This design comes from an exercise in tuning for small area, a short achievable clock period and few clock cycles on the open sky130 flow, not from production work. Function was checked by simulation only, so behaviour that the tests miss may differ from the original. Power is estimated from default activity; no workload was simulated.

==> flow/design.v <==
`timescale 1ns / 1ps
module SimpleCPU(clk, rst, data_fromRAM, wrEn, addr_toRAM, data_toRAM, pCounter);
parameter SIZE = 14;
parameter K = 4;                
parameter HIT = 1;              
input clk, rst;
input wire [31:0] data_fromRAM;
output wire wrEn;
output wire [SIZE-1:0] addr_toRAM;
output wire [31:0] data_toRAM;
output wire [SIZE-1:0] pCounter;
localparam ARR = 4'd0,   
           FN  = 4'd1,   
           FC  = 4'd2,   
           RL  = 4'd3,   
           R2F = 4'd4,   
           I1  = 4'd5,   
           I2  = 4'd6,   
           Z1  = 4'd7,   
           Z2  = 4'd8,   
           ZA  = 4'd9,   
           ZT  = 4'd10,  
           ML  = 4'd11,  
           MI  = 4'd12;  
reg [3:0]  state;
reg [13:0] pc;         
reg        seq;        
reg        stale;      
reg [13:0] addr_r;
reg        we_r;
reg [31:0] dout;       
reg [13:0] wa;         
reg        wv;
reg [13:0] A_r;
reg [3:0]  op;
reg [31:0] X, Y;       
reg        xin, yin, yd, two, rdir, xh;
reg        rst_q;      
assign wrEn       = we_r & ~rst;
assign addr_toRAM = addr_r;
assign data_toRAM = dout;
assign pCounter   = pc;
wire [31:0] din = data_fromRAM;
wire [3:0]  dop = din[31:28];
wire [13:0] da  = din[27:14];
wire [13:0] db  = din[13:0];
wire        wv_e = wv & (HIT != 0);
wire        hitA = wv_e & (da == wa);
wire        hitB = wv_e & (db == wa);
wire [13:0] pc1   = pc + 14'd1;
wire [13:0] pcur  = seq ? pc1 : pc;
wire [13:0] pnext = pc + {12'd0, seq, ~seq};
wire        dz    = (dout == 32'd0);
wire d_imm   = dop[0] & (dop != 4'd11);
wire d_useA  = ~(dop == 4'd8 || dop == 4'd9 || dop == 4'd10 || dop == 4'd12);
wire d_useB  = ~dop[0] & (dop != 4'd12) | (dop == 4'd11);
wire d_mc    = (dop == 4'd4 || dop == 4'd5 || dop == 4'd14 || dop == 4'd15);
wire d_rA    = d_useA & ~hitA;
wire d_rB    = d_useB & ~hitB;
wire [31:0] xv = xin ? din : dout;
wire [31:0] yv = yin ? din : (yd ? dout : {18'd0, Y[13:0]});
wire        sub = (op == 4'd6) | (op == 4'd7);
wire [32:0] sum = {1'b0, xv} + {1'b0, yv ^ {32{sub}}} + {32'd0, sub};
reg  [31:0] res;
always @* begin
  case (op)
    4'd0, 4'd1: res = sum[31:0];
    4'd2, 4'd3: res = ~(xv & yv);
    4'd6, 4'd7: res = {31'd0, ~sum[32]};
    default:    res = yv;
  endcase
end
wire [13:0] wr_addr = (op == 4'd11) ? xv[13:0] : A_r;
wire [13:0] tgt_rd  = sum[13:0];    
wire        m_shift = (op == 4'd4) | (op == 4'd5);
wire        s_big   = |yv[31:6];
wire [31:0] s_onehot = 32'd1 << yv[2:0];    
wire [31:0] xv_rev;
wire [31:0] acc;
wire [31:0] acc_rev;
genvar gi;
generate
  for (gi = 0; gi < 32; gi = gi + 1) begin : g_rev
    assign xv_rev[gi]  = xv[31-gi];
    assign acc_rev[gi] = acc[31-gi];
  end
endgenerate
wire [31:0] y_load  = m_shift ? (s_big ? 32'd0 : s_onehot) : yv;
wire signed [31:0] y_loads = y_load;
wire [31:0] yl_k    = y_loads >>> K;
wire        ml_last = (yl_k == {32{y_load[K-1]}});
reg        cb;
reg [31:0] cs_s, cs_c, cs_t, cs_n;
reg        b2, b1, b0, bneg, bone, btwo;
integer j;
always @* begin
  cs_s = dout;
  cs_c = 32'd0;
  cs_n = 32'd0;
  for (j = 0; j < K/2; j = j + 1) begin
    b2 = Y[2*j+1];
    b1 = Y[2*j];
    b0 = (j == 0) ? cb : Y[2*j-1];
    bneg = b2 & ~(b1 & b0);
    bone = b1 ^ b0;
    btwo = (b2 & ~b1 & ~b0) | (~b2 & b1 & b0);
    cs_t = ((bone ? X : 32'd0) | (btwo ? (X << 1) : 32'd0)) << (2*j);
    cs_t = cs_t ^ {32{bneg}};
    cs_n[j] = bneg;
    if (j == 0) begin
      cs_c = cs_t;
    end else begin
      {cs_s, cs_c} = {cs_s ^ cs_c ^ cs_t, (((cs_s & cs_c) | (cs_s & cs_t) | (cs_c & cs_t)) << 1) | {31'd0, cs_n[j-1]}};
    end
  end
end
assign acc = cs_s + cs_c + {31'd0, cs_n[K/2-1]};
wire signed [31:0] Ys = Y;
wire [31:0] y_k  = Ys >>> K;
wire [31:0] y_2k = Ys >>> (2*K);
wire mi_last      = (y_k  == {32{Y[K-1]}});
wire mi_next_last = (y_2k == {32{Y[2*K-1]}});
always @(posedge clk)
  rst_q <= rst;
wire [31:0] x_load = (m_shift & ~yv[5]) ? xv_rev : xv;
always @(posedge clk)
  if (state == ML)
    X <= m_shift ? (x_load << {yv[4:3], 3'd0}) : x_load;
  else
    X <= X << K;
always @(posedge clk) begin
  if (rst_q) begin
    state  <= FN;
    pc     <= 14'd0;
    seq    <= 1'b0;
    stale  <= 1'b0;
    addr_r <= 14'd0;
    we_r   <= 1'b0;
    dout   <= 32'd0;
    wa     <= 14'd0;
    wv     <= 1'b0;
    A_r    <= 14'd0;
    op     <= 4'd0;
    Y      <= 32'd0;
    xin    <= 1'b0;
    yin    <= 1'b0;
    yd     <= 1'b0;
    two    <= 1'b0;
    rdir   <= 1'b0;
    xh     <= 1'b0;
    cb     <= 1'b0;
  end else begin
    we_r <= 1'b0;
    case (state)
      ARR: begin
        if (stale) begin
          pc     <= pcur;
          seq    <= 1'b0;
          stale  <= 1'b0;
          state  <= FN;
        end else begin
          op   <= dop;
          A_r  <= da;
          Y    <= {18'd0, db};
          pc   <= pcur;
          xin  <= 1'b0;
          yin  <= 1'b0;
          yd   <= 1'b0;
          two  <= 1'b0;
          xh   <= hitA;
          case (dop)
            4'd10: begin  
              yin <= 1'b1;
              if (hitB) begin
                addr_r <= dout[13:0];
                state  <= RL;
              end else begin
                addr_r <= db;
                state  <= I1;
              end
            end
            4'd12: begin  
              Y   <= 32'd0;
              xin <= 1'b1;
              if (hitB) begin
                if (!dz) begin
                  addr_r <= pnext;
                  seq    <= 1'b1;
                  state  <= FN;
                end else if (hitA) begin
                  addr_r <= dout[13:0];
                  pc     <= dout[13:0];
                  seq    <= 1'b0;
                  state  <= FN;
                end else begin
                  addr_r <= da;
                  state  <= ZA;
                end
              end else begin
                addr_r <= db;
                state  <= Z1;
              end
            end
            4'd13: begin  
              xin    <= 1'b1;
              addr_r <= da;
              state  <= ZA;
            end
            default: begin
              if (d_rB && d_rA) begin
                addr_r <= da;
                two    <= 1'b1;
                yin    <= 1'b1;
                state  <= R2F;
              end else if (d_rB) begin
                addr_r <= db;
                yin    <= 1'b1;
                state  <= RL;
              end else if (d_rA) begin
                addr_r <= da;
                xin    <= 1'b1;
                yd     <= d_useB;
                state  <= RL;
              end else begin
                yd <= d_useB;
                if (d_mc) begin
                  state  <= ML;
                end else begin
                  addr_r <= pnext;
                  seq    <= 1'b1;
                  state  <= FC;
                end
              end
            end
          endcase
        end
      end
      R2F: begin
        addr_r <= Y[13:0];
        state  <= RL;
      end
      RL: begin
        if (two) begin
          dout <= din;
          wv   <= 1'b0;
        end
        if (m_shift || op == 4'd14 || op == 4'd15) begin
          state <= ML;
        end else begin
          addr_r <= pc1;
          seq    <= 1'b1;
          state  <= FC;
        end
      end
      FC: begin
        dout   <= res;
        wa     <= wr_addr;
        wv     <= 1'b1;
        addr_r <= wr_addr;
        we_r   <= ~rst;
        stale  <= (wr_addr == addr_r);
        state  <= ARR;
      end
      FN: begin
        state <= ARR;
      end
      I1: begin
        state <= I2;
      end
      I2: begin
        addr_r <= din[13:0];
        state  <= RL;
      end
      Z1: begin
        addr_r <= pc1;
        state  <= Z2;
      end
      Z2: begin
        if (din != 32'd0) begin
          seq   <= 1'b1;
          state <= ARR;
        end else if (xh) begin
          addr_r <= dout[13:0];
          pc     <= dout[13:0];
          seq    <= 1'b0;
          state  <= FN;
        end else begin
          addr_r <= A_r;
          state  <= ZA;
        end
      end
      ZA: begin
        state <= ZT;
      end
      ZT: begin
        addr_r <= tgt_rd;
        pc     <= tgt_rd;
        seq    <= 1'b0;
        state  <= FN;
      end
      ML: begin
        Y    <= y_load;
        cb   <= 1'b0;
        rdir <= m_shift & ~yv[5];
        dout <= 32'd0;
        wv   <= 1'b0;
        if (ml_last) begin
          addr_r <= pc1;
          seq    <= 1'b1;
        end
        state <= MI;
      end
      MI: begin
        Y  <= y_k;
        cb <= Y[K-1];
        if (mi_last) begin
          dout   <= rdir ? acc_rev : acc;
          wa     <= A_r;
          wv     <= 1'b1;
          we_r   <= ~rst;
          addr_r <= A_r;
          stale  <= (A_r == addr_r);
          state  <= ARR;
        end else begin
          dout <= acc;
          if (mi_next_last) begin
            addr_r <= pc1;
            seq    <= 1'b1;
          end
        end
      end
      default: begin
        state  <= FN;
        seq    <= 1'b0;
      end
    endcase
  end
end
endmodule
==> flow/config.mk <==
export PLATFORM = sky130hd
export DESIGN_NAME = SimpleCPU
export DESIGN_NICKNAME = SimpleCPU
export VERILOG_FILES = /design/flow/design.v
export SDC_FILE = /design/flow/constraint.sdc
export NUM_CORES = 4
export LEC_CHECK = 0
export CAP_MARGIN = 20
export CORE_MARGIN = 2
export CORE_UTILIZATION = 40
export SETUP_SLACK_MARGIN = 0.3
export SLEW_MARGIN = 20
==> flow/constraint.sdc <==
create_clock -name core_clock -period 15.0 [get_ports {clk}]
set_input_delay 3.0000 -clock core_clock [delete_from_list [all_inputs] [get_ports {clk}]]
set_output_delay 3.0000 -clock core_clock [all_outputs]
set_load 0.01 [all_outputs]
standard.sh (not shown) runs the stock make flow with config.mk's settings and CLKGATE_MAP_FILE= SYNTH_SCRIPT=/design/flow/synth_recipe.tcl, a recipe that flattens the netlist after the stock synthesis.
==> flow/flow/run.sh <==
#!/bin/bash
set -euo pipefail
bash standard.sh SETUP_SLACK_MARGIN=9 finish > standard_flow.log 2>&1
Testbench counts at the start, summed over its fixed seeds: cycles 149,944.
Then changed:
--- a/flow/design.v
+++ b/flow/design.v
@@ -73,9 +73,9 @@
 wire [13:0] wr_addr = (op == 4'd11) ? xv[13:0] : A_r;
 wire [13:0] tgt_rd  = sum[13:0];    
 wire        m_shift = (op == 4'd4) | (op == 4'd5);
 wire        s_big   = |yv[31:6];
-wire [31:0] s_onehot = 32'd1 << yv[2:0];    
+wire [31:0] s_onehot = 32'd1 << yv[4:0];
 wire [31:0] xv_rev;
 wire [31:0] acc;
 wire [31:0] acc_rev;
 genvar gi;
@@ -121,12 +121,11 @@
 wire mi_last      = (y_k  == {32{Y[K-1]}});
 wire mi_next_last = (y_2k == {32{Y[2*K-1]}});
 always @(posedge clk)
   rst_q <= rst;
-wire [31:0] x_load = (m_shift & ~yv[5]) ? xv_rev : xv;
 always @(posedge clk)
   if (state == ML)
-    X <= m_shift ? (x_load << {yv[4:3], 3'd0}) : x_load;
+    X <= (m_shift & ~yv[5]) ? xv_rev : xv;
   else
     X <= X << K;
 always @(posedge clk) begin
   if (rst_q) begin
- core utilization is higher by 4.3 points
- final area rose by 8.4%
- clock-buffer cell count goes up by 2
- die area goes down by 1.6%
- wire length shrinks by about 5%
- combinational power falls by about 4%
- clock power went up by 4.8%
- worst setup slack gets worse by 0.0089 ns
Testbench counts after the change, summed over its fixed seeds: cycles 154,534.

-- afterwards: timing with drivers on the ports --
Ports are ideal in the flow. The routed layouts listed here were re-timed in OpenROAD.
Step 1 assumes that a clkbuf_16 drives the clock port and a buf_2 every other input.
Step 2 times the ports against the registers' clock, not the clock port: input delays grow and output delays shrink by t, the midpoint of the rising clock arrivals with the driver on.
a / b / c = no drivers / after step 1 / after step 2; a / b = the first two.
| run | t (ns) | slack for setup (ns) | hold WS [ns] | worst register clock-pin slew, ns |
|---|---|---|---|---|
| the first run | 0.585 | 8.704 / 8.660 / 8.455 | 0.472 / 0.472 / 0.472 | 0.09 / 0.09 |
| the second run | 0.584 | 8.695 / 8.640 / 8.363 | 0.472 / 0.472 / 0.472 | 0.09 / 0.09 |
After both steps setup and hold are still met in every run listed. For the second run, which loses most, drivers alone change the setup slack by -0.055 ns; drivers and shift together by -0.332 ns.
